From an optimization exercise on the open Yosys and OpenROAD flow, aimed at small area and a short achievable clock period; shortcuts taken in it are not production practice.
Where RTL was checked, it was by simulation tests only, not by an equivalence proof against the original.
The RTL of run 6 was laid out without a check of its function.
Power figures rest on the tool's default switching activity, not on a simulated workload.

==> design/flow/config.mk <==
export PLATFORM = sky130hd
export DESIGN_NAME = ula_top
export DESIGN_NICKNAME = ula_top
export VERILOG_FILES = /design/flow/design.v
export SDC_FILE = /design/flow/constraint.sdc
export NUM_CORES = 4
export LEC_CHECK = 0
export CAP_MARGIN = 20
export CORE_MARGIN = 2
export CORE_UTILIZATION = 60
export CTS_BUF_LIST = sky130_fd_sc_hd__clkbuf_8
export PLACE_DENSITY = 0.5
export SETUP_SLACK_MARGIN = 2.9
export SLEW_MARGIN = 20
==> design/flow/constraint.sdc <==
create_clock -name core_clock -period 5.5 [get_ports {clk}]
set_input_delay 1.1000 -clock core_clock [delete_from_list [all_inputs] [get_ports {clk}]]
set_output_delay 1.1000 -clock core_clock [all_outputs]
set_load 0.01 [all_outputs]
==> design/flow/design.v <==
module ula (
    input  [31:0] A,        
    input  [31:0] B,        
    input         Cin,      
    input         Fill,     
    input  [1:0]  Sel,      
    input         SetInv,
    output [31:0] Result
);
    wire [33:0] s    = {1'b0, A, 1'b1} + {1'b0, B, Cin};
    wire [31:0] sum  = s[32:1];
    wire        cout = s[33];
    wire [4:0]  sh = B[4:0];
    wire [31:0] r0 = sh[0] ? {{1{Fill}},  A[31:1]}  : A;
    wire [31:0] r1 = sh[1] ? {{2{Fill}},  r0[31:2]} : r0;
    wire [31:0] r2 = sh[2] ? {{4{Fill}},  r1[31:4]} : r1;
    wire [31:0] r3 = sh[3] ? {{8{Fill}},  r2[31:8]} : r2;
    wire [31:0] shr = sh[4] ? {{16{Fill}}, r3[31:16]} : r3;
    wire [31:0] shl;
    genvar i;
    generate
        for (i = 0; i < 32; i = i + 1) begin : g_rev
            assign shl[i] = shr[31 - i];
        end
    endgenerate
    wire SelSum = (Sel == 2'd0);
    wire SelShr = (Sel == 2'd1);
    wire SelShl = (Sel == 2'd2);
    wire SelSet = (Sel == 2'd3);
    assign Result = ({32{SelSum}} & sum)
                  | ({32{SelShr}} & shr)
                  | ({32{SelShl}} & shl)
                  | {31'b0, SelSet & (cout ^ SetInv)};
endmodule
module ula_top (
    input         clk,
    input  [31:0] in1,
    input  [31:0] in2,
    input  [4:0]  op,
    output [31:0] result,
    output        zero
);
    reg [3:0] lut;
    reg       rev, lui, bkeep, binv, cin, sel_sum, sel_shr, sel_shl, sel_set,
              set_inv, sra;
    always @(*) begin
        lut = 4'b1100;    
        {rev, lui, bkeep, binv, cin, sel_sum, sel_shr, sel_shl, sel_set,
         set_inv, sra} = 11'b0;
        case (op)
            5'd0, 5'd17: begin lut = 4'b1000; sel_sum = 1'b1; end   
            5'd1, 5'd18: begin lut = 4'b1110; sel_sum = 1'b1; end   
            5'd3, 5'd19: begin lut = 4'b0110; sel_sum = 1'b1; end   
            5'd4:        begin lut = 4'b0001; sel_sum = 1'b1; end   
            5'd2, 5'd16: begin bkeep = 1'b1; sel_sum = 1'b1; end    
            5'd6: begin bkeep = 1'b1; binv = 1'b1; cin = 1'b1; sel_sum = 1'b1; end  
            5'd5, 5'd7, 5'd23, 5'd24: begin                         
                bkeep = 1'b1; binv = 1'b1; cin = 1'b1; sel_set = 1'b1; set_inv = 1'b1;
            end
            5'd20: begin lut = 4'b0110; binv = 1'b1; sel_set = 1'b1; set_inv = 1'b1; end  
            5'd21: begin lut = 4'b0110; binv = 1'b1; sel_set = 1'b1; end  
            5'd8, 5'd11:  begin lut = 4'b0000; rev = 1'b1; bkeep = 1'b1; sel_shl = 1'b1; end  
            5'd9, 5'd12:  begin bkeep = 1'b1; sel_shr = 1'b1; end    
            5'd10, 5'd13: begin bkeep = 1'b1; sel_shr = 1'b1; sra = 1'b1; end  
            5'd14, 5'd26, 5'd27: sel_sum = 1'b1;                     
            5'd25: begin lut = 4'b0000; lui = 1'b1; sel_sum = 1'b1; end  
            default: begin lut = 4'b0000; sel_sum = 1'b1; end        
        endcase
    end
    wire [31:0] a_n, b_n;
    genvar i;
    generate
        for (i = 0; i < 32; i = i + 1) begin : g_prep
            wire l = lut[{in1[i], in2[i]}];
            wire r = rev & in1[31 - i];
            if (i >= 16) begin : g_hi
                assign a_n[i] = l | r | (lui & in2[i - 16]);
            end else begin : g_lo
                assign a_n[i] = l | r;
            end
        end
    endgenerate
    assign b_n = (in2 & {32{bkeep}}) ^ {32{binv}};
    reg [31:0] a_q, b_q;
    reg        cin_q, fill_q, set_inv_q;
    reg [1:0]  sel_q;
    reg [31:0] result_q;
    wire [31:0] alu_result;
    ula u_ula (
        .A(a_q),
        .B(b_q),
        .Cin(cin_q),
        .Fill(fill_q),
        .Sel(sel_q),
        .SetInv(set_inv_q),
        .Result(alu_result)
    );
    always @(posedge clk) begin
        a_q       <= a_n;
        b_q       <= b_n;
        cin_q     <= cin;
        fill_q    <= sra & in1[31];
        sel_q     <= {sel_shl | sel_set, sel_shr | sel_set};
        set_inv_q <= set_inv;
        result_q  <= alu_result;
    end
    assign result = result_q;
    assign zero   = ~|result_q;
endmodule
==> design/flow/flow/run.sh <==
#!/bin/bash
# Own layout flow: the standard flow (standard.sh) with two changes:
#  - synthesis maps the logic with the ABC script in flow/abc.script
#    (registers are mapped by the standard steps, unchanged);
#  - the port buffers are plain buf_1 cells.
# Each tool's output goes to a log file in this folder.
set -euo pipefail
HERE=$(pwd)
# synthesis script: the standard one, with ORFS's synth.tcl calling abc with our script
sed "s#log_cmd abc {\*}\$abc_args#set abc_args [lreplace \$abc_args 1 1 $HERE/flow/abc.script]\n  log_cmd abc {*}\$abc_args#" \
    "$FLOW_HOME/scripts/synth.tcl" > "$HERE/synth_own.tcl"
grep -q "flow/abc.script" "$HERE/synth_own.tcl"
sed "s#source \$::env(SCRIPTS_DIR)/synth.tcl#source $HERE/synth_own.tcl#" synth_recipe.tcl > synth_recipe_own.tcl
grep -q "synth_own.tcl" synth_recipe_own.tcl
export BUFFER_PORTS_ARGS="-buffer_cell sky130_fd_sc_hd__buf_1"
bash standard.sh SYNTH_SCRIPT="$HERE/synth_recipe_own.tcl" finish > standard.log 2>&1
==> design/flow/flow/abc.script <==
&get -n
&st
&dch
&nf -p -R 100
&put
buffer -c
topo
stime -c
upsize -c
dnsize -c
==> design/flow/standard.sh <==
#!/bin/bash
# synth_recipe.tcl (not shown) runs the flow's synth.tcl, then flattens the netlist and writes it again
# the make line also repeats each setting of config.mk as NAME=value (left out here)
make -C /OpenROAD-flow-scripts/flow DESIGN_CONFIG=/design/flow/config.mk WORK_HOME=/design/flow/orfs CLKGATE_MAP_FILE= SYNTH_SCRIPT=/design/flow/synth_recipe.tcl "${@:-finish}"
==> summary.md, run 1 <==
| Metric | Value |
|---|---|
| Final Hold Viols | `0` |
| Row cnt | `41` |
| Hold WC Path Type | `reg2reg` |
| Net load switching power | `1.37 mW` |
| Post-DR wirelength/cell | `19.4 um` |
| N_diodes | `0` |
| Clock Latency Late Sink | `0.39 ns` |
| Initial antenna violation count | `0` |
| DRT Wirelength | `between 20 and 30 mm` |
| Slew @ Worst Pin | `between 0.7 and 0.8 ns` |
| Number of flops mapped to enable cells by yosys | `0` |
| Htree depth | `3` |
| Worst reg2reg endpoint | `result_q[31]$_DFF_P_` |
| Status | `complete, no violations` |
| VDD IR max | `between 100 and 150 uV` |
| WP data arrival | `2.83 ns` |
| Crit. End Element | `flip-flop` |
| FF+latch count, synth | `about 100` |
| Cell Area, Synth | `0.00780 sq mm` |
| Port Buf Inserts | `102` |
| GRT Residual Overflow | `0` |
| Drt via density | `around 6.2` |
| Die X | `between 100 and 150 um` |
| # DRC | `0` |
| Post-Place Cell Area | `between 0.008 and 0.009 sq mm` |
| Number of global-route vias before repair | `6,998` |
| Worst hold path depth | `2` |
| # nets final | `approximately 1.2k` |
| Final estimated routing congestion in global placement | `roughly 0.98` |
| Unrepaired setup endpoints after global routing | `yes` |
| Area growth syn-to-layout | `13.9%` |
| Syn_nets | `between 1k and 1.5k` |
| Clock Skews | `between 0.01 and 0.015 ns` |
| Tot Pwr | `about 3.1 mW` |
| Design area | `between 0.008 and 0.009 sq mm` |
| Slew headroom | `48.4%` |
| Gr usage total | `34.7%` |
| Num CTS Buffers | `9` |
| CTS Buffer Depth | `2` |
| Hold path start | `sel_q[1]$_DFF_P_` |
| TritonCTS Sinks | `101` |
| Clk slew on worst S/H paths | `0.10 ns` |
| Reg-to-reg slack, setup | `about 3.0 ns` |
| Yosys warns | `1` |
| Die height | `roughly 120 um` |
| Total die area | `~0.014 sq mm` |
| Initial Util | `around three fifths` |
| Final-report max-slew violation count | `0` |
| Total negative slack | `0 ns` |
| Worst R2R Start | `b_q[0]$_DFF_P_` |
| DP HPWL | `18.9 mm` |
| Max cap viols | `0` |
| Yosys cell types | `48` |
| Core area | `around 0.013 sq mm` |
| Largest net degree at the start of global routing | `57` |
| Worst EP required | `roughly 5.8 ns` |
| Layout cells sized above 1 | `10.4%` |
| CTS tree | `done` |
| Tcrit/Tclk final | `about 46%` |
| P_int | `roughly 1.7 mW` |
| Initial drt markers | `about 780` |
| Non-filler instance count after layout | `between 1k and 1.5k` |
| Pre-Repair DR Iteration Count | `5` |
| Clk root buf | `clkbuf_8` |
| Minimum clock period | `between 2 and 3 ns` |
| Post-DRT Antenna Nets | `0` |
| Vias | `approximately 8.2k` |
| Top_reg_cell synth | `dfxtp_1` |
| Critical path launch point type | `input pin` |
| Combinational Power Share | `about half` |
| Max Fclk | `roughly 0.39 GHz` |
| First-pass GRT wire length | `38.0 mm` |
| CP max FO | `8` |
| Power Dens Cells | `between 300 and 400 mW/mm^2` |
| Worst Hold Path EP | `result_q[0]$_DFF_P_` |
| Synthesized area per cell | `~7.4 sq um` |
| Fraction of registers with async set/reset | `0%` |
| DP Cell Count | `around 1.3k` |
| Cells after synthesis | `approximately 1.1k` |
| Net Sw Frac | `around 45%` |
| Sequential power share | `a little over a third` |
| Reg2Reg Depth | `8` |
| Crit Path Category | `in2reg` |
| Clock power share | `14.9%` |
| LEAKAGE | `between 3 and 4 nW` |
| Num ports | `just over 100` |
| # setup viols final | `0` |
| CP startpoint | `op[0]` |
| Sequential area share after synthesis | `about a quarter` |
## repair_timing
action                                  CTS  global route
gates resized for setup                  17            50
hold buffers                              0             0
buffers inserted                          2            13
endpoints found under the setup margin   97            85
cloned                                    1             3
pin swaps                                 2             8
hold endpoints to repair                  0             0
## worst max-delay path, cell delays in order
cell and delay [ns]:
buf_8 0.10, clkinvlp_4 0.13, ha_4 0.28, o21ai_4 0.16, a21oi_2 0.06, nand2b_1 0.10, o311ai_2 0.11, a21oi_2 0.18
buf_6 0.15, clkbuf_16 0.16, a21oi_2 0.05, a211o_1 0.25
## power by group through the flow
stage	registers, mW	clock network [mW]	logic, mW
floorplan	1.06	0	0.986
global placement	1.08	0	1.37
detailed placement	1.08	0	1.38
CTS	1.05	0.455	1.41
global route	1.08	0.487	1.69
finish	1.06	0.456	1.54
## how the worst max path moves through the flow
stage	to	slack, ns	depth (start not counted)
6_report	a_q[1]$_DFF_P_	2.95	12
5_1_grt	zero	2.87	4
2_1_floorplan	b_q[10]$_DFF_P_	2.87	10
3_3_place_gp	b_q[27]$_DFF_P_	1.85	10
3_5_place_dp	b_q[29]$_DFF_P_	2.13	10
4_1_cts	result_q[31]$_DFF_P_	2.88	9
## stage by stage
stage / util (%) / hold slack (ns) / setup slack [ns]
after floorplan: - / 0.495 / 2.87
after global placement: 65.0 / 0.527 / 1.85
after detailed placement: 65.0 / 0.545 / 2.13
after CTS: 67.2 / 0.561 / 2.88
after global routing: 70.1 / 0.660 / 2.87
final: 70.1 / 0.582 / 2.95
## cell usage in the layout (no fill, tap or decap), drive strengths merged, types with 4 or more instances in the layout
| master | Yosys | layout |
|---|---|---|
| nand2 | 159 | 159 |
| o21ai | 158 | 158 |
| buf | 25 | 126 |
| a21oi | 116 | 117 |
| dfxtp | 101 | 101 |
| nor2 | 99 | 99 |
| xnor2 | 41 | 41 |
| ha | 41 | 41 |
| a211oi | 31 | 31 |
| a22oi | 31 | 31 |
| xor2 | 23 | 23 |
| mux2i | 23 | 23 |
| mux2 | 23 | 23 |
| o211ai | 20 | 20 |
| a221oi | 17 | 17 |
| clkbuf | 42 | 13 |
| inv | 12 | 12 |
| o21a | 11 | 11 |
| nand4 | 11 | 11 |
| a21o | 10 | 10 |
| nor3 | 9 | 9 |
| nor4 | 9 | 9 |
| a211o | 7 | 7 |
| nand2b | 6 | 6 |
| nand3 | 6 | 6 |
| nor2b | 5 | 5 |
| and3 | 4 | 4 |
| a221o | 4 | 4 |
| clkinvlp | 0 | 4 |
## synthesized netlist by cell type, drive strengths merged (3+ instances only)
cell type	n	share of area, %
a221oi	17	1.9
a21o	10	0.96
inv	12	0.58
nand3	6	0.39
xnor2	41	4.6
buf	25	1.8
a211o	7	0.79
a22oi	31	3.0
nand4	11	0.88
o21a	11	1.1
o21ai	158	10
nor2b	5	0.40
a21oi	116	7.5
clkbuf	42	2.0
dfxtp	101	26
o211ai	20	1.9
a221o	4	0.51
a211oi	31	3.0
nand2b	6	0.48
ha	41	6.6
xor2	23	2.6
nand2	159	7.7
and3	4	0.32
mux2i	23	3.1
mux2	23	3.7
nor4	9	0.72
nor2	99	4.8
nor3	9	0.58
a21boi	3	0.29
## flip-flops by register name, indices dropped and copies added (netlist names)
signal / cells
cin_q: 1
a_q: 32
sel_q: 2
set_inv_q: 1
fill_q: 1
b_q: 32
result_q: 32
## per-layer routing
metal / vias up / global-route usage (%) / wire, um
met4: 0 / 21.5 / 1690
met3: 87 / 3.83 / 2160
li1: 3987 / - / -
met1: 3616 / 47.9 / 10800
met2: 480 / 51.6 / 10700
met5: - / 0 / 0
## final cells by class
class                   instances  area [sq um]
repair buffers                129           743
flip-flops and latches        101          2030
multi-input cells             881          5650
clock inverters                 6          51.3
inverters                      12          48.8
fillers                      1113          3790
well taps                     172           215
clock buffers                  10           138
## logic make-up (layout without fill, tap and decap cells)
kind of cell | after synthesis | count (layout) | share of synthesized area, %
adder cells (fa/ha/maj) | 42 | 42 | 6.84
flip-flops | 101 | 101 | 25.9
multiplexers | 48 | 48 | 7.35
buffers and inverters | 79 | 157 | 4.40
AO/OA/AOI/OAI | 411 | 412 | 31.4
AND/OR/NAND/NOR | 315 | 315 | 16.9
XOR/XNOR | 64 | 64 | 7.19
==> inputs of run 2 (changes only) <==
--- a/design/flow/config.mk
+++ b/design/flow/config.mk
@@ -9,6 +9,5 @@
 export CORE_MARGIN = 2
 export CORE_UTILIZATION = 60
 export CTS_BUF_LIST = sky130_fd_sc_hd__clkbuf_8
-export PLACE_DENSITY = 0.5
 export SETUP_SLACK_MARGIN = 2.9
 export SLEW_MARGIN = 20
==> run 2 against run 1 <==
Still clean. Cell area did not move. Die area unchanged. Register-to-register slack barely moved. Global-route usage is the same. Non-clock buffer count unchanged. Wire length unchanged. Sequential power barely moved. Sequential cell count stayed put. Setup slack unchanged. Critical endpoint unchanged.
==> summary.md, run 2 <==
| Metric | Value |
|---|---|
| Gr usage total | `a little over a third` |
| DP Cell Count | `between 1k and 1.5k` |
| Final Hold Viols | `0` |
| # setup viols final | `0` |
| Die X | `roughly 120 um` |
| Sequential area share after synthesis | `between 20 and 30%` |
| Yosys cell types | `48` |
| Num CTS Buffers | `9` |
| Tot Pwr | `between 3 and 4 mW` |
| Crit Path Category | `in2reg` |
| Max Fclk | `0.392 GHz` |
| Die height | `about 120 um` |
| Crit. End Element | `flip-flop` |
| Most frequent cells in the layout | `nand2_1 (159), o21ai_0 (139), a21oi_1 (101)` |
| Most common cell after layout, fill and taps aside | `nand2_1` |
| Minimum clock period | `between 2 and 3 ns` |
| Cells after synthesis | `1,060` |
| Layout cells sized above 1 | `approximately a tenth` |
| # nets final | `roughly 1.2k` |
| Num ports | `103` |
| Number of global-route vias before repair | `6,998` |
| Synthesized area per cell | `7.36 sq um` |
| Most frequent cells after synthesis | `nand2_1 (159), o21ai_0 (149), a21oi_1 (114)` |
| CP max FO | `8` |
| Share of the synthesized area in the top cell type | `approximately a quarter` |
| Initial drt markers | `approximately 780` |
| Area growth syn-to-layout | `13.9%` |
| Top_reg_cell synth | `dfxtp_1` |
| CTS tree | `done` |
| Sequential Area | `0.00203 sq mm` |
| Worst EP required | `5.78 ns` |
| Number of flops mapped to enable cells by yosys | `0` |
| Pre-Repair DR Iteration Count | `5` |
| Post-DRT Antenna Nets | `0` |
| GRT Residual Overflow | `0` |
| Hold WC Path Type | `reg2reg` |
| Fill cell count | `approximately 1.1k` |
| Initial antenna violation count | `0` |
| Power Dens Cells | `between 300 and 400 mW/mm^2` |
| Clk root buf | `clkbuf_8` |
| Htree depth | `3` |
| Largest net degree at the start of global routing | `between 50 and 60` |
| Drt via density | `slightly above 6` |
| Unrepaired setup endpoints after global routing | `yes` |
| VDD IR max | `approximately 150 uV` |
| Most numerous cell in the Yosys netlist | `nand2_1` |
| Total die area | `about 0.014 sq mm` |
| Clock Latency Late Sink | `0.39 ns` |
| DRT Wirelength | `25.4 mm` |
| CTS Buffer Depth | `2` |
| N_diodes | `0` |
| DP HPWL | `18.9 mm` |
| FF+latch count, synth | `approximately 100` |
| # DRC | `0` |
| Syn_nets | `around 1.2k` |
| Yosys warns | `1` |
| Fraction of registers with async set/reset | `0%` |
| First-pass GRT wire length | `between 30 and 40 mm` |
| Worst Hold Path EP | `result_q[0]$_DFF_P_` |
| Slew @ Worst Pin | `roughly 0.77 ns` |
| Top flop regs | `a_q (32), b_q (32), result_q (32)` |
| Tcrit/Tclk final | `between 40% and 50%` |
| Worst reg2reg endpoint | `result_q[31]$_DFF_P_` |
| LEAKAGE | `about 3.4 nW` |
| Non-filler instance count after layout | `roughly 1.3k` |
| Row cnt | `41` |
| Worst hold path depth | `2` |
| Total negative slack | `0 ns` |
| Critical path launch point type | `input pin` |
| Initial Util | `61.5%` |
| Combined area of the multi-input logic cells | `0.00565 sq mm` |
| Reg-to-reg slack, setup | `about 3 ns` |
| Hold path start | `sel_q[1]$_DFF_P_` |
| Worst R2R Start | `b_q[0]$_DFF_P_` |
| Core area | `0.0127 sq mm` |
| Max cap viols | `0` |
| Clock Skews | `0.0138 ns` |
| Final-report max-slew violation count | `0` |
| Cell Area, Synth | `just under 0.008 sq mm` |
| Yosys top cell by area | `dfxtp_1` |
| Reg2Reg Depth | `8` |
| TritonCTS Sinks | `101` |
| Hold buffer count at CTS | `0` |
| Synth area leaders | `dfxtp_1 (26%), o21ai_0 (9.6%), nand2_1 (7.7%)` |
| Port Buf Inserts | `between 100 and 150` |
| Status | `complete, no violations` |
| Clk slew on worst S/H paths | `0.10 ns` |
| Final estimated routing congestion in global placement | `0.979` |
| WP data arrival | `about 2.8 ns` |
| Post-DR wirelength/cell | `~19 um` |
| Slew headroom | `48.4%` |
| Vias | `between 8k and 9k` |
[run 2: power by group]
group          internal, mW  switching (mW)  total, mW
Sequential            0.912           0.153       1.06
Clock                 0.180           0.277      0.456
Combinational         0.597           0.941       1.54
Total                  1.69            1.37       3.06
[run 2: layer usage]
metal | vias to the layer above | part of all wire [%] | track usage [%]
li1 | 3987 | - | -
met1 | 3616 | 43 | 47.9
met2 | 480 | 42 | 51.6
met3 | 87 | 8.5 | 3.83
met4 | 0 | 6.7 | 21.5
met5 | - | 0 | 0
[run 2: worst max-delay path, stage by stage]
cell        delay [ns]
buf_8             0.10
clkinvlp_4        0.13
ha_4              0.28
o21ai_4           0.16
a21oi_2           0.06
nand2b_1          0.10
o311ai_2          0.11
a21oi_2           0.18
buf_6             0.15
clkbuf_16         0.16
a21oi_2           0.05
a211o_1           0.25
[run 2: kinds of logic after synthesis]
kind of cell | share of synthesized area, %
AOI/OAI and AO/OA | 31.4
xor gates and xnor gates | 7.19
adders and majority gates | 6.84
buffers and inverters | 4.40
DFF | 25.9
muxes | 7.35
and+or+nand+nor | 16.9
[run 2: area by class of cell]
cell class                      instances  share of cell area (%)
Clock buffer                           10                    1.55
Clock inverter                          6                   0.578
Inverter                               12                   0.549
Multi-Input combinational cell        881                    63.6
Sequential cell                       101                    22.9
Tap cell                              172                    2.42
Timing Repair Buffer                  129                    8.37
[run 2: what timing repair did]
item	4_1_cts	5_1_grt
gates resized for setup	17	50
pin swaps	2	8
setup buffers	2	13
gates cloned	1	3
setup endpoints to repair	97	85
[run 2: per-stage QoR]
step                setup WS [ns]  util [%]  hold slack [ns]  instance area [sq um]
finish                       2.95      70.1            0.582                   8880
global route                 2.87      70.1            0.660                   8880
detailed placement           2.13      65.0            0.545                   8240
CTS                          2.88      67.2            0.561                   8520
global placement             1.85      65.0            0.527                   8230
floorplan                    2.87         -            0.495                   7840
[run 2: worst max-delay path by stage]
stage,start,end,slack [ns],cells after the start
final,op[0],a_q[1]$_DFF_P_,2.95,12
after global routing,result_q[5]$_DFF_P_,zero,2.87,4
after CTS,b_q[0]$_DFF_P_,result_q[31]$_DFF_P_,2.88,9
after detailed placement,op[0],b_q[29]$_DFF_P_,2.13,10
after global placement,op[0],b_q[27]$_DFF_P_,1.85,10
after floorplan,op[0],b_q[10]$_DFF_P_,2.87,10
==> inputs of run 3 (changes only) <==
--- a/design/flow/config.mk
+++ b/design/flow/config.mk
@@ -7,7 +7,7 @@
 export LEC_CHECK = 0
 export CAP_MARGIN = 20
 export CORE_MARGIN = 2
-export CORE_UTILIZATION = 60
+export CORE_UTILIZATION = 55
 export CTS_BUF_LIST = sky130_fd_sc_hd__clkbuf_8
 export SETUP_SLACK_MARGIN = 2.9
 export SLEW_MARGIN = 20
==> run 3 against run 2 <==
Register-to-register slack worse by 0.02 ns. Non-clock buffer count is 4 lower. Worst hold slack better by 0.027 ns. Via count is 1.3% lower. Combinational power about the same. Sequential cell count unchanged.
==> summary.md, run 3 <==
| Metric | Value |
|---|---|
| Crit Path Category | `in2reg` |
| Net load switching power | `between 1 and 1.5 mW` |
| Number of flops mapped to enable cells by yosys | `0` |
| Clock Latency Late Sink | `~0.4 ns` |
| Row cnt | `between 40 and 50` |
| Power Dens Cells | `around 350 mW/mm^2` |
| Worst Setup Slack, final | `2.93 ns` |
| # nets final | `between 1k and 1.5k` |
| Max cap viols | `0` |
| Port Buf Inserts | `about 100` |
| Slowest cell on crit path | `ha_4` |
| Initial drt markers | `750` |
| VDD IR max | `between 100 and 150 uV` |
| Final Hold Viols | `0` |
| Die height | `roughly 120 um` |
| Critical path launch point type | `input pin` |
| Num CTS Buffers | `9` |
| Synth area leaders | `dfxtp_1 (26%), o21ai_0 (9.6%), nand2_1 (7.7%)` |
| Cell Area, Synth | `around 0.0078 sq mm` |
| FF+latch count, synth | `101` |
| Fill cell count | `1,269` |
| Top delay family on crit path | `compound AO/OA/AOI/OAI gates` |
| P_int | `between 1.5 and 2 mW` |
| N_diodes | `0` |
| Sequential power share | `roughly a third` |
| Final estimated routing congestion in global placement | `between 0.9 and 1` |
| DP HPWL | `19.6 mm` |
| Drt via density | `roughly 6.1` |
| Final core occ | `around 64%` |
| WP data arrival | `2.85 ns` |
| Net Sw Frac | `45.3%` |
| Cells after synthesis | `1,060` |
| Total die area | `0.0151 sq mm` |
| Clk root buf | `clkbuf_8` |
| Worst EP required | `roughly 5.8 ns` |
| Combinational Power Share | `50.1%` |
| Initial Util | `between 50% and 60%` |
| Clock power share | `15.4%` |
| Most common cell after layout, fill and taps aside | `nand2_1` |
| GRT Residual Overflow | `0` |
| CTS tree | `done` |
| Sequential area share after synthesis | `25.9%` |
| # DRC | `0` |
| LEAKAGE | `~3.4 nW` |
| Final-report max-slew violation count | `0` |
| CP max FO | `14` |
| Post-DRT Antenna Nets | `0` |
| Most frequent cells in the layout | `nand2_1 (159), o21ai_0 (141), a21oi_1 (101)` |
| Tot Pwr | `3.09 mW` |
| CP cell instances | `clkbuf_4 -> clkinvlp_4 -> ha_4 -> o21ai_4 -> a21oi_2 -> nand2b_1 -> o311ai_2 -> a21oi_4 -> buf_12 -> buf_8 -> a21oi_1 -> a21oi_1 -> o21ai_0` |
| TritonCTS Sinks | `about 100` |
| DP Cell Count | `1,285` |
| Slowest Stage Delay on Critical Path | `about 0.25 ns` |
| Area growth syn-to-layout | `14.0%` |
| Place WS | `1.83 ns` |
| Number of global-route vias before repair | `slightly above 7k` |
| Most frequent cells after synthesis | `nand2_1 (159), o21ai_0 (149), a21oi_1 (114)` |
| Max Fclk | `around 0.4 GHz` |
| Die X | `~120 um` |
| Gr usage total | `around 34%` |
| Buf/Inv on CP | `4` |
| Pre-Repair DR Iteration Count | `6` |
| First-pass GRT wire length | `a little under 40 mm` |
| Largest net degree at the start of global routing | `between 50 and 60` |
| Core area | `~0.014 sq mm` |
| Yosys warns | `1` |
| Unrepaired setup endpoints after global routing | `yes` |
| Status | `complete, no violations` |
| Top flop regs | `a_q (32), b_q (32), result_q (32)` |
| Layout cells sized above 1 | `between 10% and 20%` |
| Clk slew on worst S/H paths | `about 0.12 ns` |
| Most used cell, CP | `a21oi_1` |
| Num ports | `between 100 and 150` |
| Slew headroom | `50.8%` |
| Yosys cell types | `48` |
| Hold buffer count at CTS | `0` |
| Most numerous cell in the Yosys netlist | `nand2_1` |
| Htree depth | `3` |
| Hold WC Path Type | `reg2reg` |
| Post-DR wirelength/cell | `between 15 and 20 um` |
| Clock Skews | `0.0194 ns` |
| # setup viols final | `0` |
| Total negative slack | `0 ns` |
| Fraction of registers with async set/reset | `0%` |
| Syn_nets | `1,172` |
| DRT Wirelength | `about 26 mm` |
| Yosys top cell by area | `dfxtp_1` |
| Share of the synthesized area in the top cell type | `25.9%` |
| CTS Buffer Depth | `2` |
| Non-filler instance count after layout | `~1.3k` |
| Tcrit/Tclk final | `between 40% and 50%` |
| Vias | `about 8k` |
| Crit. End Element | `flip-flop` |
| Slew @ Worst Pin | `about 0.74 ns` |
| Synthesized area per cell | `~7.4 sq um` |
| Minimum clock period | `~2.6 ns` |
| Top_reg_cell synth | `dfxtp_1` |
| Initial antenna violation count | `0` |
==> run 3: changes by cell type in the layout (fill, tap and decap cells not counted), sizes merged <==
cell	before	now
inv	12	14
clkbuf	13	14
a21oi	117	116
clkinvlp	4	2
clkinv	2	3
buf	126	120
==> run 3: worst min-delay path, stage by stage, from the launching register on <==
cell and delay (ns):
dfxtp_1 0.37, nand3_1 0.09, o211ai_1 0.09
==> run 3: cells by family (layout without fill, tap and decap cells) <==
family | Yosys count | in the layout | synth area share [%]
AOI/OAI and AO/OA | 411 | 411 | 31.4
and+or+nand+nor | 315 | 315 | 16.9
DFF | 101 | 101 | 25.9
buffers and inverters | 79 | 153 | 4.40
xor gates and xnor gates | 64 | 64 | 7.19
muxes | 48 | 48 | 7.35
adders and majority gates | 42 | 42 | 6.84
==> run 3: area by class of cell <==
class	instances	area [sq um]	area share, %
multi-input combinational	880	5650	63.5
clock inverter	7	70.1	0.788
inverter	12	48.8	0.549
clock buffer	9	124	1.39
timing repair buffer	125	736	8.28
tap	180	225	2.53
sequential	101	2040	22.9
==> run 3: repair_timing <==
item	in CTS	in global routing
endpoints found under the setup margin	97	71
pin swaps	3	4
gates resized for setup	22	46
cloned	0	3
setup buffers	4	6
==> run 3: power groups by stage <==
stage	clock network, mW	registers [mW]	logic, mW
global placement	0	1.08	1.39
detailed placement	0	1.08	1.39
CTS	0.475	1.05	1.44
finish	0.474	1.06	1.55
floorplan	0	1.06	0.986
global route	0.504	1.08	1.71
==> run 3: worst paths after layout <==
kind	slack, ns	start	depth (start not counted)	to
max	2.93	op[0]	13	a_q[2]$_DFF_P_
min	0.61	sel_q[1]$_DFF_P_	2	result_q[0]$_DFF_P_
min reg2reg	0.61	sel_q[1]$_DFF_P_	2	result_q[0]$_DFF_P_
max reg2reg	2.97	b_q[0]$_DFF_P_	8	result_q[14]$_DFF_P_
==> run 3: metal layers <==
metal	up-vias	track usage (%)	wire length, um
li1	3987	-	-
met1	3614	47.1	11500
met2	405	51.0	11100
met3	54	4.94	1910
met4	0	15.9	1140
met5	-	0	0
==> run 3: stage by stage <==
stage	instance area, sq um	hold slack (ns)
after detailed placement	8250	0.538
after floorplan	7840	0.495
after CTS	8560	0.556
final	8890	0.608
after global routing	8890	0.626
after global placement	8250	0.530
==> inputs of run 4 (changes only) <==
--- a/design/flow/flow/run.sh
+++ b/design/flow/flow/run.sh
@@ -1,7 +1,9 @@
 #!/bin/bash
-# Own layout flow: the standard flow (standard.sh) with two changes:
+# Own layout flow: the standard flow (standard.sh) with three changes:
 #  - synthesis maps the logic with the ABC script in flow/abc.script
 #    (registers are mapped by the standard steps, unchanged);
+#  - synthesis leaves the adder's half adders to ABC instead of mapping
+#    them to ha cells first (no ADDER_MAP_FILE);
 #  - the port buffers are plain buf_1 cells.
 # Each tool's output goes to a log file in this folder.
 set -euo pipefail
@@ -13,4 +15,4 @@
 sed "s#source \$::env(SCRIPTS_DIR)/synth.tcl#source $HERE/synth_own.tcl#" synth_recipe.tcl > synth_recipe_own.tcl
 grep -q "synth_own.tcl" synth_recipe_own.tcl
 export BUFFER_PORTS_ARGS="-buffer_cell sky130_fd_sc_hd__buf_1"
-bash standard.sh SYNTH_SCRIPT="$HERE/synth_recipe_own.tcl" finish > standard.log 2>&1
+bash standard.sh SYNTH_SCRIPT="$HERE/synth_recipe_own.tcl" ADDER_MAP_FILE= finish > standard.log 2>&1
--- a/design/flow/config.mk
+++ b/design/flow/config.mk
@@ -7,7 +7,7 @@
 export LEC_CHECK = 0
 export CAP_MARGIN = 20
 export CORE_MARGIN = 2
-export CORE_UTILIZATION = 55
+export CORE_UTILIZATION = 60
 export CTS_BUF_LIST = sky130_fd_sc_hd__clkbuf_8
 export SETUP_SLACK_MARGIN = 2.9
 export SLEW_MARGIN = 20
==> run 4 against run 3 <==
Combinational power hardly changed. First-iteration DRC count is 38% higher. Sequential power hardly changed. Setup slack better by 0.019 ns. Clock power is 4% higher. Fmax is 0.73% higher. Register-to-register slack worse by 0.02 ns. Critical path depth is 3 lower. Non-clock buffer count is 5 lower. Largest cell class unchanged.
==> summary.md, run 4 <==
| Metric | Value |
|---|---|
| Worst EP required | `approximately 5.8 ns` |
| Non-filler instance count after layout | `about 1.3k` |
| Power Dens Cells | `353 mW/mm^2` |
| Most common cell after layout, fill and taps aside | `nand2_1` |
| GRT Residual Overflow | `0` |
| Cells after synthesis | `between 1k and 1.5k` |
| Compound-Gate Fraction of Synth Area | `roughly a third` |
| Grt met1 use | `52.0%` |
| DRT Wirelength | `26.7 mm` |
| Core area | `around 0.013 sq mm` |
| Fraction of registers with async set/reset | `0%` |
| Crit. End Element | `flip-flop` |
| CP max FO | `32` |
| Port Buf Inserts | `slightly above 100` |
| Fill cell count | `about 1.1k` |
| Number of flops mapped to enable cells by yosys | `0` |
| Gr usage total | `between 30% and 40%` |
| Initial drt markers | `roughly 1.0k` |
| WP data arrival | `~2.8 ns` |
| # setup viols final | `0` |
| Post-DR wirelength/cell | `around 20 um` |
| # nets final | `~1.2k` |
| Crit Path Category | `in2reg` |
| Critical path launch point type | `input pin` |
| Vias | `approximately 8.5k` |
| Design area | `0.00879 sq mm` |
| Post-Place Cell Area | `approximately 0.0081 sq mm` |
| DP HPWL | `~19 mm` |
| Die height | `between 100 and 150 um` |
| Synthesized area per cell | `slightly above 7 sq um` |
| Post-DRT Antenna Nets | `0` |
| Cell Area, Synth | `about 0.0077 sq mm` |
| Top_reg_cell synth | `dfxtp_1` |
| Final Hold Viols | `0` |
| Most frequent cells in the layout | `nand2_1 (173), o21ai_0 (132), nor2_1 (122)` |
| Share of the synthesized area in the top cell type | `between 20% and 30%` |
| Total die area | `0.0137 sq mm` |
| Largest family of logic cells by synthesized area | `compound AO/OA/AOI/OAI gates` |
| Final estimated routing congestion in global placement | `0.971` |
| Initial Util | `between 60% and 70%` |
| DP Cell Count | `1,305` |
| Number of global-route vias before repair | `between 7k and 8k` |
| Slew headroom | `between 20% and 30%` |
| Htree depth | `3` |
| Top flop regs | `a_q (32), b_q (32), result_q (32)` |
| CTS Buffer Depth | `2` |
| Clock Latency Late Sink | `approximately 0.4 ns` |
| Final-report max-slew violation count | `0` |
| TritonCTS Sinks | `about 100` |
| Clk root buf | `clkbuf_8` |
| Initial antenna violation count | `0` |
| Reg-to-reg slack, setup | `2.95 ns` |
| Grt met3 use | `approximately 4.2%` |
| Grt met2 use | `56.4%` |
| Post-Synth Simple-Gate Area | `between 20 and 25%` |
| Clk slew on worst S/H paths | `~0.12 ns` |
| Largest net degree at the start of global routing | `51` |
| Die X | `roughly 120 um` |
| Yosys warns | `1` |
| Sequential area share after synthesis | `a little over a quarter` |
| First-pass GRT wire length | `38.6 mm` |
| Yosys top cell by area | `dfxtp_1` |
| Num ports | `roughly 100` |
| Post-Synth XOR/XNOR Area | `10.2%` |
| Most frequent cells after synthesis | `nand2_1 (175), o21ai_0 (137), nor2_1 (127)` |
| Adder-cell area share of the yosys netlist | `less than 1%` |
| Area growth syn-to-layout | `14.6%` |
| Status | `complete, no violations` |
| Total negative slack | `0 ns` |
| Pre-Repair DR Iteration Count | `7` |
| Max cap viols | `0` |
| Mux cell area share after synthesis | `roughly 6.8%` |
| Syn_nets | `between 1k and 1.5k` |
| Gr busiest metal | `met2` |
| Final core occ | `between 60 and 70%` |
| VDD IR max | `~140 uV` |
| Num CTS Buffers | `9` |
| Synth area leaders | `dfxtp_1 (26%), o21ai_0 (8.9%), nand2_1 (8.6%)` |
| Tcrit/Tclk final | `a little under half` |
| Unrepaired setup endpoints after global routing | `yes` |
| N_diodes | `0` |
| LEAKAGE | `approximately 3.2 nW` |
| Slew @ Worst Pin | `1.10 ns` |
| Hold WC Path Type | `reg2reg` |
| CTS tree | `done` |
| Row cnt | `a little over 40` |
| Yosys cell types | `60` |
| Layout cells sized above 1 | `around a tenth` |
| # DRC | `0` |
| Drt via density | `6.38` |
| Minimum clock period | `between 2 and 3 ns` |
| Clock Skews | `approximately 0.019 ns` |
| FF+latch count, synth | `101` |
| Most numerous cell in the Yosys netlist | `nand2_1` |
| Max Fclk | `around 0.4 GHz` |
run 4: worst paths after layout:
check	from	to	cells after the start
setup / recovery	op[2]	a_q[0]$_DFF_P_	10
hold reg to reg	sel_q[1]$_DFF_P_	result_q[0]$_DFF_P_	2
setup reg to reg	b_q[3]$_DFF_P_	result_q[24]$_DFF_P_	14
hold / removal	sel_q[1]$_DFF_P_	result_q[0]$_DFF_P_	2
run 4: stage by stage:
step	hold WS (ns)	setup WS, ns	total power [mW]
CTS	0.531	2.85	2.96
global route	0.574	2.74	3.30
global placement	0.525	2.19	2.43
finish	0.525	2.94	3.10
floorplan	0.486	2.90	2.03
detailed placement	0.533	2.13	2.44
run 4: area by class of cell:
type                            count  area [sq um]  share of cell area [%]
Sequential cell                   101          2030                    23.1
Multi-Input combinational cell    916          5660                    64.4
Tap cell                          172           215                    2.45
Timing Repair Buffer              120           666                    7.57
Clock buffer                       10           138                    1.56
Clock inverter                      6          58.8                   0.669
Inverter                            6          22.5                   0.256
run 4: repair_timing:
action                                 in CTS  in global routing
setup endpoints to repair                  82                 77
hold buffers                                0                  0
setup buffers                               2                  1
gates cloned                                2                  5
gates resized for setup                    24                 54
pin swaps                                   5                  1
endpoints found under the hold margin       0                  0
run 4: cells by family after synthesis:
kind of cell	count (synthesis)
flops	101
mux	45
compound gates	403
simple gates	376
buf+inv	70
xor+xnor	88
fa+ha+maj	1
run 4: layer usage:
metal  part of all wire [%]  up-vias
met5                      0        -
met4                    5.4        0
met3                    9.2       91
met2                     44      586
met1                     42     3780
li1                       -     4035
run 4: critical path, stage by stage:
cell and delay [ns]:
buf_2 0.16, nor2b_2 0.19, nand2b_1 0.22, nor2_4 0.12, a21oi_1 0.14, o21ai_1 0.09
a21oi_2 0.14, buf_8 0.24, a21oi_1 0.12, a211o_1 0.32
run 4: where the power goes:
group          switching [mW]  total, mW  leakage, nW  internal, mW
sequential              0.169       1.08        0.850         0.906
clock                   0.304      0.492       0.0971         0.188
combinational           0.957       1.54         2.23         0.578
==> inputs of run 5 (changes only) <==
==> design/flow/flow/abc.script (replaced) <==
&get -n
&st
&dch
&nf -p -R 100
&put
==> run 5 against run 4 <==
Still clean. First-iteration DRC count up 0.19%. Non-clock buffer count up 16. Register-to-register slack worse by 0.02 ns. Via count up 2.8%. Sequential share of layout area up 0.12 points. Fmax down 0.63%. Worst hold slack better by 0.052 ns. Final cell count down 0.53%. Cell area about the same. Wire length about the same. Synthesized cell count down 5.9%. Setup slack worse by 0.016 ns. Critical path type is now reg2reg. Largest cell class unchanged. Highest routed layer unchanged.
==> summary.md, run 5 <==
| Metric | Value |
|---|---|
| Yosys warns | `1` |
| Fill cell count | `roughly 1.0k` |
| Yosys top cell by area | `dfxtp_1` |
| Layout cells sized above 1 | `9.94%` |
| Top flop regs | `a_q (32), b_q (32), result_q (32)` |
| Syn_nets | `between 1k and 1.5k` |
| Gr usage total | `roughly two fifths` |
| Sequential area share after synthesis | `between 20 and 30%` |
| Most used cell, CP | `or2_1` |
| Post-DR wirelength/cell | `around 20 um` |
| Pre-Repair DR Iteration Count | `6` |
| P_int | `1.64 mW` |
| Critical path launch point type | `flip-flop` |
| Clock Latency Late Sink | `about 0.4 ns` |
| Net load switching power | `about 1.4 mW` |
| Combinational Power Share | `49.0%` |
| FF+latch count, synth | `101` |
| Htree depth | `3` |
| Top delay family on crit path | `simple AND/OR/NAND/NOR gates` |
| Number of flops mapped to enable cells by yosys | `0` |
| VDD IR max | `between 200 and 250 uV` |
| N_diodes | `0` |
| Clock power share | `~15%` |
| Hold buffer count at CTS | `0` |
| Total die area | `approximately 0.013 sq mm` |
| Design area | `0.00879 sq mm` |
| Share of the synthesized area in the top cell type | `around 28%` |
| CTS tree | `done` |
| DP HPWL | `18.5 mm` |
| Yosys cell types | `between 40 and 50` |
| Power Dens Cells | `between 300 and 400 mW/mm^2` |
| Row cnt | `40` |
| Max Fclk | `0.389 GHz` |
| Tot Pwr | `a little over 3 mW` |
| # setup viols final | `0` |
| CP max FO | `5` |
| # nets final | `~1.2k` |
| Total negative slack | `0 ns` |
| Synth area leaders | `dfxtp_1 (28%), o21ai_0 (10%), nand2_1 (9.0%)` |
| Hold WC Path Type | `reg2reg` |
| Port Buf Inserts | `just over 100` |
| Initial Util | `around three fifths` |
| Slew @ Worst Pin | `0.911 ns` |
| Slew headroom | `39.2%` |
| Final core occ | `73.5%` |
| Number of global-route vias before repair | `7,535` |
| Slowest Stage Delay on Critical Path | `between 0.3 and 0.4 ns` |
| Top_reg_cell synth | `dfxtp_1` |
| TritonCTS Sinks | `101` |
| Most frequent cells in the layout | `nand2_1 (174), o21ai_0 (145), nor2_1 (123)` |
| Most numerous cell in the Yosys netlist | `nand2_1` |
| Max cap viols | `0` |
| Most frequent cells after synthesis | `nand2_1 (176), o21ai_0 (150), nor2_1 (127)` |
| GRT Residual Overflow | `0` |
| Net Sw Frac | `between 40% and 50%` |
| Slowest cell on crit path | `dfxtp_4` |
| Tcrit/Tclk final | `46.8%` |
| Met2 Routed Length | `between 10 and 15 mm` |
| DRT Wirelength | `approximately 27 mm` |
| Worst EP required | `about 5.8 ns` |
| Crit Path Category | `reg2reg` |
| Status | `complete, no violations` |
| Routed metal-1 wirelength | `between 10 and 15 mm` |
| Unrepaired setup endpoints after global routing | `yes` |
| CP cell instances | `or2_1 -> and3_2 -> nand2b_4 -> a311oi_1 -> or2_1 -> or3_1 -> o211ai_1 -> a31oi_1 -> xor2_1 -> o21ai_0` |
| Die X | `115 um` |
| Core area | `0.0120 sq mm` |
| Initial drt markers | `around 1.0k` |
| Num ports | `a little over 100` |
| Cells after synthesis | `around 1k` |
| Synthesized area per cell | `about 7.2 sq um` |
| CTS Buffer Depth | `2` |
| Die height | `115 um` |
| Clock Skews | `0.0226 ns` |
| Num CTS Buffers | `9` |
| Cell Area, Synth | `roughly 0.0073 sq mm` |
| Minimum clock period | `between 2 and 3 ns` |
| LEAKAGE | `between 3 and 4 nW` |
| # DRC | `0` |
| Sequential power share | `between 30% and 40%` |
| Final Hold Viols | `0` |
| Post-Place Cell Area | `between 0.008 and 0.009 sq mm` |
| WP data arrival | `about 2.9 ns` |
| Drt via density | `~6.6` |
| Buf/Inv on CP | `0` |
| Top layer in use | `met4` |
| Largest net degree at the start of global routing | `33` |
| Crit. End Element | `flip-flop` |
| Area growth syn-to-layout | `19.8%` |
| Post-DRT Antenna Nets | `0` |
| Vias | `8,729` |
| Initial antenna violation count | `0` |
| Worst hold margin | `roughly 0.58 ns` |
| WL met3 | `2.49 mm` |
| Final-report max-slew violation count | `0` |
| First-pass GRT wire length | `between 40 and 50 mm` |
| Fraction of registers with async set/reset | `0%` |
| Clk slew on worst S/H paths | `between 0.1 and 0.15 ns` |
| Clk root buf | `clkbuf_8` |
| Final estimated routing congestion in global placement | `between 0.9 and 1` |
| Most common cell after layout, fill and taps aside | `nand2_1` |
==> run 5: logic make-up (layout without fill, tap and decap cells) <==
kind of cell	count (synthesis)	count (layout)	synth area share [%]
XOR/XNOR	88	88	10.5
flip-flops	101	101	27.5
AND/OR/NAND/NOR	376	377	21.4
buffers and inverters	6	158	0.307
AO/OA/AOI/OAI	403	407	33.0
adder cells (fa/ha/maj)	1	1	0.136
multiplexers	45	45	7.07
==> run 5: power by group through the flow <==
stage | combinational (mW) | clock (mW) | sequential [mW]
after global routing | 1.62 | 0.474 | 1.10
after CTS | 1.38 | 0.452 | 1.08
after global placement | 1.27 | 0 | 1.12
final | 1.49 | 0.461 | 1.09
after detailed placement | 1.28 | 0 | 1.12
after floorplan | 0.856 | 0 | 1.11
==> run 5: cell type report <==
class	count	area [sq um]	share of cell area [%]
Clock buffer	9	124	1.41
Tap cell	147	184	2.09
Timing Repair Buffer	136	712	8.10
Sequential cell	101	2040	23.2
Clock inverter	7	57.6	0.655
Inverter	6	23.8	0.270
Multi-Input combinational cell	918	5650	64.2
==> run 5: stage by stage <==
step | std cells | setup WS, ns
after global routing | 1324 | 2.84
after detailed placement | 1278 | 1.99
final | 1324 | 2.93
after global placement | 1278 | 2.02
after CTS | 1317 | 2.87
after floorplan | 1020 | 2.91
==> run 5: path summary, 6_finish.rpt <==
| path | from | to | slack (ns) | cells after the start |
|---|---|---|---|---|
| max | b_q[0]$_DFF_P_ | result_q[29]$_DFF_P_ | 2.93 | 10 |
| max reg2reg | b_q[0]$_DFF_P_ | result_q[29]$_DFF_P_ | 2.93 | 10 |
| min | sel_q[0]$_DFF_P_ | result_q[0]$_DFF_P_ | 0.58 | 2 |
| min reg2reg | sel_q[0]$_DFF_P_ | result_q[0]$_DFF_P_ | 0.58 | 2 |
==> run 5: worst min-delay path: cells and delay by family, from the launching register on <==
kind / cells / cell delay [ns]
DFF: 1 / 0.39
AOI/OAI and AO/OA: 1 / 0.06
and+or+nand+nor: 1 / 0.09
==> run 5: routing by layer <==
| layer | track usage, % | vias up |
|---|---|---|
| met4 | 22.8 | 0 |
| met3 | 5.77 | 115 |
| met1 | 51.7 | 3958 |
| li1 | - | 4078 |
| met5 | 0 | - |
| met2 | 62.8 | 578 |
==> run 5: repair_timing <==
| action | 4_1_cts | 5_1_grt |
|---|---|---|
| pin swaps | 5 | 6 |
| resized for setup | 18 | 46 |
| endpoints found under the setup margin | 97 | 76 |
| gates cloned | 5 | 0 |
| setup buffers | 18 | 7 |
==> inputs of run 6 (changes only) <==
--- a/design/flow/design.v
+++ b/design/flow/design.v
@@ -7,9 +7,9 @@
     input         SetInv,
     output [31:0] Result
 );
-    wire [33:0] s    = {1'b0, A, 1'b1} + {1'b0, B, Cin};
-    wire [31:0] sum  = s[32:1];
-    wire        cout = s[33];
+    wire [31:0] sum;
+    wire        cout;
+    add32_sk u_add (.a(A), .b(B), .cin(Cin), .sum(sum), .cout(cout));
     wire [4:0]  sh = B[4:0];
     wire [31:0] r0 = sh[0] ? {{1{Fill}},  A[31:1]}  : A;
     wire [31:0] r1 = sh[1] ? {{2{Fill}},  r0[31:2]} : r0;
@@ -31,6 +31,209 @@
                   | ({32{SelShr}} & shr)
                   | ({32{SelShl}} & shl)
                   | {31'b0, SelSet & (cout ^ SetInv)};
+endmodule
+module add32_sk(input [31:0] a, input [31:0] b, input cin, output [31:0] sum, output cout);
+  wire [32:0] g0, p0;
+  assign g0 = {a & b, cin};
+  assign p0 = {a ^ b, 1'b0};
+  wire g1 = g0[1] | (p0[1] & g0[0]);
+  wire p1 = p0[1] & p0[0];
+  wire g2 = g0[3] | (p0[3] & g0[2]);
+  wire p2 = p0[3] & p0[2];
+  wire g3 = g0[5] | (p0[5] & g0[4]);
+  wire p3 = p0[5] & p0[4];
+  wire g4 = g0[7] | (p0[7] & g0[6]);
+  wire p4 = p0[7] & p0[6];
+  wire g5 = g0[9] | (p0[9] & g0[8]);
+  wire p5 = p0[9] & p0[8];
+  wire g6 = g0[11] | (p0[11] & g0[10]);
+  wire p6 = p0[11] & p0[10];
+  wire g7 = g0[13] | (p0[13] & g0[12]);
+  wire p7 = p0[13] & p0[12];
+  wire g8 = g0[15] | (p0[15] & g0[14]);
+  wire p8 = p0[15] & p0[14];
+  wire g9 = g0[17] | (p0[17] & g0[16]);
+  wire p9 = p0[17] & p0[16];
+  wire g10 = g0[19] | (p0[19] & g0[18]);
+  wire p10 = p0[19] & p0[18];
+  wire g11 = g0[21] | (p0[21] & g0[20]);
+  wire p11 = p0[21] & p0[20];
+  wire g12 = g0[23] | (p0[23] & g0[22]);
+  wire p12 = p0[23] & p0[22];
+  wire g13 = g0[25] | (p0[25] & g0[24]);
+  wire p13 = p0[25] & p0[24];
+  wire g14 = g0[27] | (p0[27] & g0[26]);
+  wire p14 = p0[27] & p0[26];
+  wire g15 = g0[29] | (p0[29] & g0[28]);
+  wire p15 = p0[29] & p0[28];
+  wire g16 = g0[31] | (p0[31] & g0[30]);
+  wire p16 = p0[31] & p0[30];
+  wire g17 = g0[2] | (p0[2] & g1);
+  wire p17 = p0[2] & p1;
+  wire g18 = g2 | (p2 & g1);
+  wire p18 = p2 & p1;
+  wire g19 = g0[6] | (p0[6] & g3);
+  wire p19 = p0[6] & p3;
+  wire g20 = g4 | (p4 & g3);
+  wire p20 = p4 & p3;
+  wire g21 = g0[10] | (p0[10] & g5);
+  wire p21 = p0[10] & p5;
+  wire g22 = g6 | (p6 & g5);
+  wire p22 = p6 & p5;
+  wire g23 = g0[14] | (p0[14] & g7);
+  wire p23 = p0[14] & p7;
+  wire g24 = g8 | (p8 & g7);
+  wire p24 = p8 & p7;
+  wire g25 = g0[18] | (p0[18] & g9);
+  wire p25 = p0[18] & p9;
+  wire g26 = g10 | (p10 & g9);
+  wire p26 = p10 & p9;
+  wire g27 = g0[22] | (p0[22] & g11);
+  wire p27 = p0[22] & p11;
+  wire g28 = g12 | (p12 & g11);
+  wire p28 = p12 & p11;
+  wire g29 = g0[26] | (p0[26] & g13);
+  wire p29 = p0[26] & p13;
+  wire g30 = g14 | (p14 & g13);
+  wire p30 = p14 & p13;
+  wire g31 = g0[30] | (p0[30] & g15);
+  wire p31 = p0[30] & p15;
+  wire g32 = g16 | (p16 & g15);
+  wire p32 = p16 & p15;
+  wire g33 = g0[4] | (p0[4] & g18);
+  wire p33 = p0[4] & p18;
+  wire g34 = g3 | (p3 & g18);
+  wire p34 = p3 & p18;
+  wire g35 = g19 | (p19 & g18);
+  wire p35 = p19 & p18;
+  wire g36 = g20 | (p20 & g18);
+  wire p36 = p20 & p18;
+  wire g37 = g0[12] | (p0[12] & g22);
+  wire p37 = p0[12] & p22;
+  wire g38 = g7 | (p7 & g22);
+  wire p38 = p7 & p22;
+  wire g39 = g23 | (p23 & g22);
+  wire p39 = p23 & p22;
+  wire g40 = g24 | (p24 & g22);
+  wire p40 = p24 & p22;
+  wire g41 = g0[20] | (p0[20] & g26);
+  wire p41 = p0[20] & p26;
+  wire g42 = g11 | (p11 & g26);
+  wire p42 = p11 & p26;
+  wire g43 = g27 | (p27 & g26);
+  wire p43 = p27 & p26;
+  wire g44 = g28 | (p28 & g26);
+  wire p44 = p28 & p26;
+  wire g45 = g0[28] | (p0[28] & g30);
+  wire p45 = p0[28] & p30;
+  wire g46 = g15 | (p15 & g30);
+  wire p46 = p15 & p30;
+  wire g47 = g31 | (p31 & g30);
+  wire p47 = p31 & p30;
+  wire g48 = g32 | (p32 & g30);
+  wire p48 = p32 & p30;
+  wire g49 = g0[8] | (p0[8] & g36);
+  wire p49 = p0[8] & p36;
+  wire g50 = g5 | (p5 & g36);
+  wire p50 = p5 & p36;
+  wire g51 = g21 | (p21 & g36);
+  wire p51 = p21 & p36;
+  wire g52 = g22 | (p22 & g36);
+  wire p52 = p22 & p36;
+  wire g53 = g37 | (p37 & g36);
+  wire p53 = p37 & p36;
+  wire g54 = g38 | (p38 & g36);
+  wire p54 = p38 & p36;
+  wire g55 = g39 | (p39 & g36);
+  wire p55 = p39 & p36;
+  wire g56 = g40 | (p40 & g36);
+  wire p56 = p40 & p36;
+  wire g57 = g0[24] | (p0[24] & g44);
+  wire p57 = p0[24] & p44;
+  wire g58 = g13 | (p13 & g44);
+  wire p58 = p13 & p44;
+  wire g59 = g29 | (p29 & g44);
+  wire p59 = p29 & p44;
+  wire g60 = g30 | (p30 & g44);
+  wire p60 = p30 & p44;
+  wire g61 = g45 | (p45 & g44);
+  wire p61 = p45 & p44;
+  wire g62 = g46 | (p46 & g44);
+  wire p62 = p46 & p44;
+  wire g63 = g47 | (p47 & g44);
+  wire p63 = p47 & p44;
+  wire g64 = g48 | (p48 & g44);
+  wire p64 = p48 & p44;
+  wire g65 = g0[16] | (p0[16] & g56);
+  wire p65 = p0[16] & p56;
+  wire g66 = g9 | (p9 & g56);
+  wire p66 = p9 & p56;
+  wire g67 = g25 | (p25 & g56);
+  wire p67 = p25 & p56;
+  wire g68 = g26 | (p26 & g56);
+  wire p68 = p26 & p56;
+  wire g69 = g41 | (p41 & g56);
+  wire p69 = p41 & p56;
+  wire g70 = g42 | (p42 & g56);
+  wire p70 = p42 & p56;
+  wire g71 = g43 | (p43 & g56);
+  wire p71 = p43 & p56;
+  wire g72 = g44 | (p44 & g56);
+  wire p72 = p44 & p56;
+  wire g73 = g57 | (p57 & g56);
+  wire p73 = p57 & p56;
+  wire g74 = g58 | (p58 & g56);
+  wire p74 = p58 & p56;
+  wire g75 = g59 | (p59 & g56);
+  wire p75 = p59 & p56;
+  wire g76 = g60 | (p60 & g56);
+  wire p76 = p60 & p56;
+  wire g77 = g61 | (p61 & g56);
+  wire p77 = p61 & p56;
+  wire g78 = g62 | (p62 & g56);
+  wire p78 = p62 & p56;
+  wire g79 = g63 | (p63 & g56);
+  wire p79 = p63 & p56;
+  wire g80 = g64 | (p64 & g56);
+  wire p80 = p64 & p56;
+  wire g81 = g0[32] | (p0[32] & g80);
+  wire p81 = p0[32] & p80;
+  wire [32:0] c;
+  assign c[0] = g0[0];
+  assign c[1] = g1;
+  assign c[2] = g17;
+  assign c[3] = g18;
+  assign c[4] = g33;
+  assign c[5] = g34;
+  assign c[6] = g35;
+  assign c[7] = g36;
+  assign c[8] = g49;
+  assign c[9] = g50;
+  assign c[10] = g51;
+  assign c[11] = g52;
+  assign c[12] = g53;
+  assign c[13] = g54;
+  assign c[14] = g55;
+  assign c[15] = g56;
+  assign c[16] = g65;
+  assign c[17] = g66;
+  assign c[18] = g67;
+  assign c[19] = g68;
+  assign c[20] = g69;
+  assign c[21] = g70;
+  assign c[22] = g71;
+  assign c[23] = g72;
+  assign c[24] = g73;
+  assign c[25] = g74;
+  assign c[26] = g75;
+  assign c[27] = g76;
+  assign c[28] = g77;
+  assign c[29] = g78;
+  assign c[30] = g79;
+  assign c[31] = g80;
+  assign c[32] = g81;
+  assign sum = p0[32:1] ^ c[31:0];
+  assign cout = c[32];
 endmodule
 module ula_top (
     input         clk,
==> design/flow/flow/abc.script (replaced) <==
&get -n
&st
&dch
&nf -p -R 100
&put
buffer -c
topo
stime -c
upsize -c
dnsize -c
==> run 6 against run 5 <==
Still clean on timing, DRC and antenna. Clock skew is 0.0027 ns lower. Register-to-register slack got worse by 0.04 ns. Cell area is 0.37% higher. Wire length down 4.7%. Clock-buffer cell count did not move. Combinational power rose by 3%. Worst hold slack better by 0.036 ns. Clock power rose by 7.8%. Via count shrank 7.2%. Critical endpoint is now result_q[0]$_DFF_P_.
==> summary.md, run 6 <==
| Metric | Value |
|---|---|
| Clock power share | `roughly 16%` |
| Gr usage total | `36.9%` |
| Final Hold Viols | `0` |
| # DRC | `0` |
| Post-DR wirelength/cell | `a little over 20 um` |
| Initial Util | `just over 60%` |
| First-pass GRT wire length | `roughly 37 mm` |
| Top layer in use | `met4` |
| Sequential power share | `34.7%` |
| # setup viols final | `0` |
| DP HPWL | `16.9 mm` |
| Worst Setup Slack, final | `between 2 and 3 ns` |
| CP startpoint | `a_q[17]$_DFF_P_` |
| Number of global-route vias before repair | `6,968` |
| Synthesized area per cell | `roughly 7.2 sq um` |
| Slew @ Worst Pin | `0.608 ns` |
| CTS tree | `done` |
| Unrepaired setup endpoints after global routing | `yes` |
| Power Dens Cells | `352 mW/mm^2` |
| Largest net degree at the start of global routing | `44` |
| Vias | `8,104` |
| P_int | `about 1.7 mW` |
| Initial antenna violation count | `0` |
| GRT Residual Overflow | `0` |
| Clock Latency Late Sink | `0.40 ns` |
| Clk slew on worst S/H paths | `roughly 0.11 ns` |
| Met2 Routed Length | `roughly 11 mm` |
| Drt via density | `6.49` |
| Most common cell after layout, fill and taps aside | `nand2_1` |
| Most frequent cells in the layout | `nand2_1 (187), nor2_1 (96), buf_1 (96)` |
| Yosys warns | `1` |
| Share of the synthesized area in the top cell type | `between 20 and 30%` |
| Port Buf Inserts | `~100` |
| CTS Buffer Depth | `2` |
| Total negative slack | `0 ns` |
| Yosys cell types | `about 60` |
| Die X | `114 um` |
| FF+latch count, synth | `101` |
| WL met3 | `2.61 mm` |
| Die height | `~110 um` |
| Post-DRT Antenna Nets | `0` |
| Fill cell count | `between 900 and 1k` |
| Slew headroom | `approximately three fifths` |
| Max cap viols | `0` |
| Hold WC Path Type | `reg2reg` |
| Htree depth | `3` |
| Pre-Repair DR Iteration Count | `6` |
| Most frequent cells after synthesis | `nand2_1 (190), nor2_1 (106), dfxtp_1 (101)` |
| Total die area | `approximately 0.013 sq mm` |
| Number of flops mapped to enable cells by yosys | `0` |
| Cells after synthesis | `1,000` |
| Final-report max-slew violation count | `0` |
| Top_reg_cell synth | `dfxtp_1` |
| Place WS | `about 1.8 ns` |
| Num CTS Buffers | `9` |
| Combinational Power Share | `roughly half` |
| Clock Skews | `0.0199 ns` |
| Most numerous cell in the Yosys netlist | `nand2_1` |
| Worst reg2reg endpoint | `result_q[0]$_DFF_P_` |
| Sequential area share after synthesis | `28.0%` |
| Tcrit/Tclk final | `between 40% and 50%` |
| N_diodes | `0` |
| Syn_nets | `~1.1k` |
| Critical path launch point type | `flip-flop` |
| CP max FO | `3` |
| DRT Wirelength | `25.5 mm` |
| Fraction of registers with async set/reset | `0%` |
| Hold buffer count at CTS | `0` |
| Max Fclk | `between 0.3 and 0.4 GHz` |
| Worst R2R Start | `a_q[17]$_DFF_P_` |
| Initial drt markers | `between 800 and 900` |
| Reg2Reg Depth | `11` |
| Crit path capture | `result_q[0]$_DFF_P_` |
| Status | `complete, no violations` |
| Minimum clock period | `between 2 and 3 ns` |
| Crit. End Element | `flip-flop` |
| Net Sw Frac | `between 40 and 50%` |
| Crit Path Category | `reg2reg` |
| Final estimated routing congestion in global placement | `0.938` |
| Clk root buf | `clkbuf_8` |
| Net load switching power | `1.37 mW` |
| Area growth syn-to-layout | `22.3%` |
| Synth area leaders | `dfxtp_1 (28%), nand2_1 (9.9%), o21ai_0 (6.2%)` |
| Reg-to-reg slack, setup | `a little under 3 ns` |
| Num ports | `between 100 and 150` |
| Top flop regs | `a_q (32), b_q (32), result_q (32)` |
| Worst hold margin | `0.613 ns` |
| TritonCTS Sinks | `just over 100` |
| VDD IR max | `approximately 150 uV` |
| Yosys top cell by area | `dfxtp_1` |
| Cell Area, Synth | `around 0.0072 sq mm` |
| WP data arrival | `between 2 and 3 ns` |
| # nets final | `between 1k and 1.5k` |
| Routed metal-1 wirelength | `9.95 mm` |
| Layout cells sized above 1 | `17.2%` |
| Core area | `between 0.01 and 0.015 sq mm` |
| LEAKAGE | `around 3.4 nW` |
| Row cnt | `40` |
| Worst EP required | `slightly below 6 ns` |
## run 6: cell types whose count changed in the layout (fill, tap and decap cells not counted), sizes merged, moves of 5 or more
cell    delta
o21ai     -43
a21oi     -32
xnor2     -22
nor2      -19
nand2     +16
nor2b     +13
nor3       -7
buf        +5
clkinv     -5
inv        +5
## run 6: per-stage QoR
stage          util [%]  area, sq um  power (mW)  cells
6_report           74.4         8830        3.11   1248
3_3_place_gp       64.9         7690        2.28   1200
5_1_grt            74.4         8830        3.26   1248
4_1_cts            70.5         8360        2.91   1233
3_5_place_dp       64.9         7700        2.29   1200
2_1_floorplan         -         7270        1.91   1000
## run 6: worst min-delay path by stage
stage	end	slack [ns]	cells after the start	from
after floorplan	result_q[31]$_DFF_P_	0.48	1	sel_q[0]$_DFF_P_
after global routing	result_q[31]$_DFF_P_	0.64	1	sel_q[0]$_DFF_P_
after detailed placement	result_q[31]$_DFF_P_	0.60	1	sel_q[0]$_DFF_P_
after CTS	result_q[31]$_DFF_P_	0.60	1	sel_q[0]$_DFF_P_
after global placement	result_q[31]$_DFF_P_	0.61	1	sel_q[1]$_DFF_P_
final	result_q[31]$_DFF_P_	0.61	1	sel_q[0]$_DFF_P_
## run 6: area by class of cell
class / instances / area (sq um) / area share (%)
clock inverters: 6 / 70.1 / 0.794
inverters: 7 / 26.3 / 0.298
clock buffers: 9 / 124 / 1.40
well taps: 147 / 184 / 2.08
repair buffers: 147 / 932 / 10.6
multi-input cells: 831 / 5430 / 61.6
flip-flops and latches: 101 / 2060 / 23.3
## run 6: kinds of logic (layout without fill, tap and decap cells)
family                     after synthesis  count (layout)  share of synthesized area [%]
AOI/OAI and AO/OA                      339             341                           30.1
muxes                                   46              46                           7.35
buffers and inverters                   72             169                           3.88
DFF                                    101             101                           28.0
xor gates and xnor gates                70              70                           8.60
adders and majority gates                2               2                          0.295
and+or+nand+nor                        370             372                           21.8
## run 6: critical path, cell delays in order (launching register included)
cell	delay (ns)
dfxtp_4	0.41
nand2_4	0.06
nor2b_4	0.13
and2_4	0.17
a221oi_4	0.26
o21bai_1	0.14
maj3_2	0.38
a221oi_4	0.31
o21ai_4	0.13
a22oi_2	0.18
xnor2_1	0.11
a31o_1	0.21
## run 6: layer usage
layer,global-route usage [%],vias up
met3,6.48,126
met4,19.9,0
met2,57.9,547
li1,-,3764
met5,0,-
met1,48.6,3667
## run 6: power groups by stage
stage                     registers [mW]  clock network [mW]  logic [mW]
final                               1.08               0.497        1.53
after global routing                1.09               0.519        1.65
after CTS                           1.06               0.492        1.37
after global placement              1.04                   0        1.24
after floorplan                     1.05                   0       0.858
after detailed placement            1.05                   0        1.24
## run 6: repair_timing
item                                    CTS  global route
pin swaps                                13            30
gates cloned                              6             4
endpoints found under the setup margin   71            87
resized for setup                        54            82
setup buffers                            12            11

==> port drivers added, routing unchanged <==
The flow's constraints put no driver on any port. The routed layouts listed below were extracted and timed again, unchanged, in two steps.
Step 1 (the two cells are an assumption about what drives the block):
set clk [get_ports {clk}]
set_driving_cell -lib_cell sky130_fd_sc_hd__clkbuf_16 $clk
set_driving_cell -lib_cell sky130_fd_sc_hd__buf_2 [delete_from_list [all_inputs] $clk]
Step 2 moves the port delays by t, midway between the first and last clock arrival at a register: inputs arrive t later, outputs are due t later. That takes back most of the time a late clock gives input paths.
Three values: ideal, step 1, step 2; two values: the first two.
run | t (ns) | setup slack, ns | worst slew at a driven data input, ns | pins driven straight from the clock port
run 1 | 0.420 | 2.951 / 2.934 / 2.516 | 0.05 | 1
run 2 | 0.420 | 2.951 / 2.934 / 2.516 | 0.05 | 1
run 3 | 0.433 | 2.925 / 2.929 / 2.502 | 0.04 | 1
run 4 | 0.421 | 2.944 / 2.935 / 2.540 | 0.04 | 1
run 5 | 0.434 | 2.928 / 2.928 / 2.537 | 0.04 | 1
run 6 | 0.426 | 2.893 / 2.871 / 2.598 | 0.04 | 1
After both steps setup and hold are still met in every run listed.
